This is an optimization exercise on Yosys and OpenROAD, whose aim is small area, not a production implementation. Function was checked by simulation only, so behaviour that the tests miss may differ from the original. Power figures rest on the tool's default switching activity, not on a simulated workload.

==> v30: inputs <==
==> flow/design.v <==
`timescale 1ns / 1ps
module ram(
  input        CLK_I,
  input        RST_N_I,
  input        WR_EN_I,
  input  [7:0] WR_ADDR_I,
  input        RD_EN_I,
  input  [7:0] RD_ADDR_I,
  input  [7:0] DATA_IN_I,
  output [7:0] DATA_OUT_O
);
reg       wr_q;    
reg       rd_q;    
reg [7:0] data_out_r;
reg [7:0] mem [0:255];
assign DATA_OUT_O = data_out_r;
wire idle = ~wr_q & ~rd_q;
always @(posedge CLK_I) begin
  wr_q <= RST_N_I & idle & WR_EN_I;
  rd_q <= RST_N_I & idle & ~WR_EN_I & RD_EN_I;
end
wire [7:0]  wdata = DATA_IN_I & {8{RST_N_I}};
wire [15:0] wlo_n, whi_n;    
genvar i, w, b;
generate
  for (i = 0; i < 16; i = i + 1) begin : g_wdec
    assign wlo_n[i] = ~(~RST_N_I | (wr_q & (WR_ADDR_I[3:0] == i)));
    assign whi_n[i] = ~(~RST_N_I | (WR_ADDR_I[7:4] == i));
  end
  for (w = 0; w < 256; w = w + 1) begin : g_word
    wire we;
    rd_nor2 u_we (.a(wlo_n[w % 16]), .b(whi_n[w / 16]), .y(we));
    always @(posedge CLK_I)
      if (we) mem[w] <= wdata;
  end
endgenerate
wire [15:0] lsel;            
wire [15:0] hsel_n;          
generate
  for (i = 0; i < 16; i = i + 1) begin : g_rdec
    assign lsel[i]   = (RD_ADDR_I[3:0] == i);
    assign hsel_n[i] = ~(RST_N_I & (RD_ADDR_I[7:4] == i));
  end
endgenerate
wire [7:0] rdata;
generate
  for (b = 0; b < 8; b = b + 1) begin : g_bit
    wire [15:0] gn;          
    for (i = 0; i < 16; i = i + 1) begin : g_grp
      wire [15:0] d;
      for (w = 0; w < 16; w = w + 1) begin : g_d
        assign d[w] = mem[16*i + w][b];
      end
      rd_grp16 u_grp (.d(d), .sel(lsel), .y_n(gn[i]));
    end
    rd_out16 u_out (.g_n(gn), .sel_n(hsel_n), .y(rdata[b]));
  end
endgenerate
always @(posedge CLK_I)
  if (~RST_N_I | rd_q)
    data_out_r <= rdata;
endmodule
module rd_aoi3(input [2:0] a, input [2:0] s, output y_n);
assign y_n = ~|(a & s);
endmodule
module rd_nand3(input a, input b, input c, output y);
assign y = ~(a & b & c);
endmodule
module rd_nand2(input a, input b, output y);
assign y = ~(a & b);
endmodule
module rd_nor2(input a, input b, output y);
assign y = ~(a | b);
endmodule
module rd_grp16(
  input  [15:0] d,
  input  [15:0] sel,
  output        y_n
);
wire [5:0] t_n;
wire [1:0] u;
rd_aoi3  u0 (.a(d[2:0]),   .s(sel[2:0]),   .y_n(t_n[0]));
rd_aoi3  u1 (.a(d[5:3]),   .s(sel[5:3]),   .y_n(t_n[1]));
rd_aoi3  u2 (.a(d[8:6]),   .s(sel[8:6]),   .y_n(t_n[2]));
rd_aoi3  u3 (.a(d[11:9]),  .s(sel[11:9]),  .y_n(t_n[3]));
rd_aoi3  u4 (.a(d[14:12]), .s(sel[14:12]), .y_n(t_n[4]));
rd_nand2 u5 (.a(d[15]), .b(sel[15]), .y(t_n[5]));
rd_nand3 u6 (.a(t_n[0]), .b(t_n[1]), .c(t_n[2]), .y(u[0]));
rd_nand3 u7 (.a(t_n[3]), .b(t_n[4]), .c(t_n[5]), .y(u[1]));
rd_nor2  u8 (.a(u[0]), .b(u[1]), .y(y_n));
endmodule
module rd_oai22(input [1:0] a, input [1:0] s, output y);
assign y = ~((a[0] | s[0]) & (a[1] | s[1]));
endmodule
module rd_nor4(input [3:0] a, output y);
assign y = ~|a;
endmodule
module rd_out16(
  input  [15:0] g_n,
  input  [15:0] sel_n,
  output        y
);
wire [7:0] t;
wire [1:0] u_n;
genvar k;
generate
  for (k = 0; k < 8; k = k + 1) begin : g_t
    rd_oai22 u_t (.a(g_n[2*k+1:2*k]), .s(sel_n[2*k+1:2*k]), .y(t[k]));
  end
endgenerate
rd_nor4  u0 (.a(t[3:0]), .y(u_n[0]));
rd_nor4  u1 (.a(t[7:4]), .y(u_n[1]));
rd_nand2 u2 (.a(u_n[0]), .b(u_n[1]), .y(y));
endmodule
==> flow/flow/run.sh <==
#!/bin/bash
set -e -o pipefail
export CTS_ARGS="-sink_clustering_enable -repair_clock_nets -sink_clustering_size 10 -sink_clustering_max_diameter 35 -buf_list sky130_fd_sc_hd__clkbuf_4 -dont_use_dummy_load"
export BUFFER_PORTS_ARGS="-buffer_cell sky130_fd_sc_hd__buf_1"
bash standard.sh > standard.log 2>&1
==> flow/standard.sh <==
#!/bin/bash
# synth_recipe.tcl (not shown) runs the flow's synth.tcl, then flattens the netlist and writes it again
# the make line also repeats each setting of config.mk as NAME=value (left out here)
make -C /OpenROAD-flow-scripts/flow DESIGN_CONFIG=/design/flow/config.mk WORK_HOME=/design/flow/orfs CLKGATE_MAP_FILE= SYNTH_SCRIPT=/design/flow/synth_recipe.tcl "${@:-finish}"
==> flow/config.mk <==
export PLATFORM = sky130hd
export DESIGN_NAME = ram
export DESIGN_NICKNAME = ram
export VERILOG_FILES = /design/flow/design.v
export SDC_FILE = /design/flow/constraint.sdc
export NUM_CORES = 4
export LEC_CHECK = 0
export CAP_MARGIN = 10
export CORE_MARGIN = 2
export CORE_UTILIZATION = 50
export CTS_BUF_LIST = sky130_fd_sc_hd__clkbuf_4
export CTS_CLUSTER_DIAMETER = 35
export CTS_CLUSTER_SIZE = 10
export SLEW_MARGIN = 10
export SYNTH_HIERARCHICAL = 1
export SYNTH_MINIMUM_KEEP_SIZE = 0
==> flow/constraint.sdc <==
create_clock -name core_clock -period 8.0 [get_ports {CLK_I}]
set_input_delay 1.6000 -clock core_clock [delete_from_list [all_inputs] [get_ports {CLK_I}]]
set_output_delay 1.6000 -clock core_clock [all_outputs]
set_load 0.01 [all_outputs]
==> v38: changes against v30 <==
==> flow/flow/run.sh (replaced) <==
#!/bin/bash
set -e -o pipefail
cp standard.sh standard.sh.log.copy 2>/dev/null || true
export CTS_ARGS="-sink_clustering_enable -repair_clock_nets -sink_clustering_size 18 -sink_clustering_max_diameter 45 -buf_list sky130_fd_sc_hd__clkbuf_8 -dont_use_dummy_load"
bash standard.sh > standard.log 2>&1
CAP_MARGIN = 30   (was 10)
CTS_BUF_LIST = sky130_fd_sc_hd__clkbuf_8   (was sky130_fd_sc_hd__clkbuf_4)
CTS_CLUSTER_DIAMETER = 45   (was 35)
CTS_CLUSTER_SIZE = 18   (was 10)
SLEW_MARGIN = 30   (was 10)
==> v37: changes against v30 <==
==> flow/design.v (replaced) <==
`timescale 1ns / 1ps
module ram(
  input        CLK_I,
  input        RST_N_I,
  input        WR_EN_I,
  input  [7:0] WR_ADDR_I,
  input        RD_EN_I,
  input  [7:0] RD_ADDR_I,
  input  [7:0] DATA_IN_I,
  output [7:0] DATA_OUT_O
);
reg       wr_q;    
reg       rd_q;    
reg [7:0] data_out_r;
reg [7:0] mem [0:255];
assign DATA_OUT_O = data_out_r;
wire idle = ~wr_q & ~rd_q;
always @(posedge CLK_I) begin
  wr_q <= RST_N_I & idle & WR_EN_I;
  rd_q <= RST_N_I & idle & ~WR_EN_I & RD_EN_I;
end
wire [7:0] wdata = DATA_IN_I & {8{RST_N_I}};
genvar w;
generate
  for (w = 0; w < 256; w = w + 1) begin : g_word
    wire we = ~RST_N_I | (wr_q & (WR_ADDR_I == w));
    always @(posedge CLK_I)
      if (we) mem[w] <= wdata;
  end
endgenerate
wire [15:0] lsel, hsel;
reg  [7:0]  grp [0:15];
reg  [7:0]  rdata;
integer k, j;
genvar r;
generate
  for (r = 0; r < 16; r = r + 1) begin : g_rsel
    assign lsel[r] = (RD_ADDR_I[3:0] == r);
    assign hsel[r] = RST_N_I & (RD_ADDR_I[7:4] == r);
  end
endgenerate
always @* begin
  rdata = 8'd0;
  for (j = 0; j < 16; j = j + 1) begin
    grp[j] = 8'd0;
    for (k = 0; k < 16; k = k + 1)
      grp[j] = grp[j] | (mem[16*j+k] & {8{lsel[k]}});
    rdata = rdata | (grp[j] & {8{hsel[j]}});
  end
end
always @(posedge CLK_I)
  if (~RST_N_I | rd_q)
    data_out_r <= rdata;
endmodule
==> flow/run.sh (new file) <==
#!/bin/bash
# synth_recipe.tcl (not shown) runs the flow's synth.tcl, then flattens the netlist and writes it again
# the make line also repeats each setting of config.mk as NAME=value (left out here)
make -C /OpenROAD-flow-scripts/flow DESIGN_CONFIG=/design/flow/config.mk WORK_HOME=/design/flow/orfs CLKGATE_MAP_FILE= SYNTH_SCRIPT=/design/flow/synth_recipe.tcl finish
CAP_MARGIN = 30   (was 10)
CORE_UTILIZATION = 40   (was 50)
CTS_BUF_LIST = default   (was sky130_fd_sc_hd__clkbuf_4)
CTS_CLUSTER_DIAMETER = default   (was 35)
CTS_CLUSTER_SIZE = default   (was 10)
SLEW_MARGIN = 30   (was 10)
SYNTH_HIERARCHICAL = default   (was 1)
SYNTH_MINIMUM_KEEP_SIZE = default   (was 0)
removed: flow/flow/run.sh
removed: flow/standard.sh
==> v19: changes against v30 <==
CAP_MARGIN = 20   (was 10)
CORE_UTILIZATION = 60   (was 50)
SLEW_MARGIN = 20   (was 10)
==> results.txt <==
Against v37, the power of v19 is lower by about 21%.
Between v38 and v37, the lower synthesized area is in v38 (gap 4.9%, measured against v37).
The highest via count belongs to v37, the lowest to v38.
Between v30 and v37, the lower die area is in v30 (gap 24%, measured against v37).
First-iteration DRC count, highest first: v38, v19, v30, v37.
==> figures <==
| metric | v38 | v37 | v19 | v30 |
|---|---|---|---|---|
| Run status | timing/DRC/antenna clean | timing/DRC/antenna clean | timing/DRC/antenna clean | timing/DRC/antenna clean |
| Maximum fanout count along the critical path | 36 | 48 | 40 | 49 |
| Largest net degree at the start of global routing | 214 | 201 | 193 | 217 |
| Share of the yosys chip area belonging to registers | 0.850 | 0.809 | 0.850 | 0.850 |
| Number of inserted filler cells in the final layout | 10996 | 15886 | 8271 | 11193 |
| Overall track demand over capacity in global routing | 0.262 | 0.226 | 0.312 | 0.260 |
| Dpl hpwl | 110000 um | 131000 um | 112000 um | 108000 um |
| CP dominant cell by count | - | - | sky130_fd_sc_hd__buf_4 | sky130_fd_sc_hd__buf_4 |
| Clock-pin transition on the worst setup and hold timing paths | 0.07 ns | 0.06 ns | 0.07 ns | 0.08 ns |
| Final standard cell count with taps included and fillers excluded | 5853 | 7095 | 5706 | 5999 |
| Number of iterations in the first detailed-routing pass | 14 | 8 | 12 | 13 |
| Synthesized-area fraction occupied by ao, oa, aoi and oai cells | 0.0968 | 0.138 | 0.0968 | 0.0968 |

-- port drivers added, routing unchanged --
In the flow no input, the clock included, has a driving cell. The finished layouts below were timed again as built, in two steps.
Step 1: set_driving_cell puts a clkbuf_16 on CLK_I and a buf_2 on each other input, an assumption about the parent block.
Step 2 also shifts input and output timing later by t, the mid clock arrival at the registers, as if the neighbouring blocks saw the same clock.
a / b / c = ideal / step 1 / step 2; a / b = the first two.
run | t, ns | setup slack, ns | clock arrival spread, ns | worst register clock-pin slew, ns | worst data-port slew with drivers (ns)
v30 | 1.332 | 3.749 / 3.800 / 2.468 | 0.145 / 0.146 | 0.11 / 0.11 | 0.13
v38 | 0.960 | 3.005 / 3.040 / 2.079 | 0.153 / 0.153 | 0.11 / 0.11 | 0.13
v37 | 0.924 | 2.908 / 2.880 / 1.956 | 0.058 / 0.058 | 0.07 / 0.07 | 0.15
v19 | 1.317 | 3.174 / 3.201 / 1.883 | 0.125 / 0.125 | 0.11 / 0.11 | 0.16
After both steps every run listed still meets setup and hold. The setup slack of v19, which loses most, moves by +0.027 ns with the drivers and by -1.291 ns with both steps.
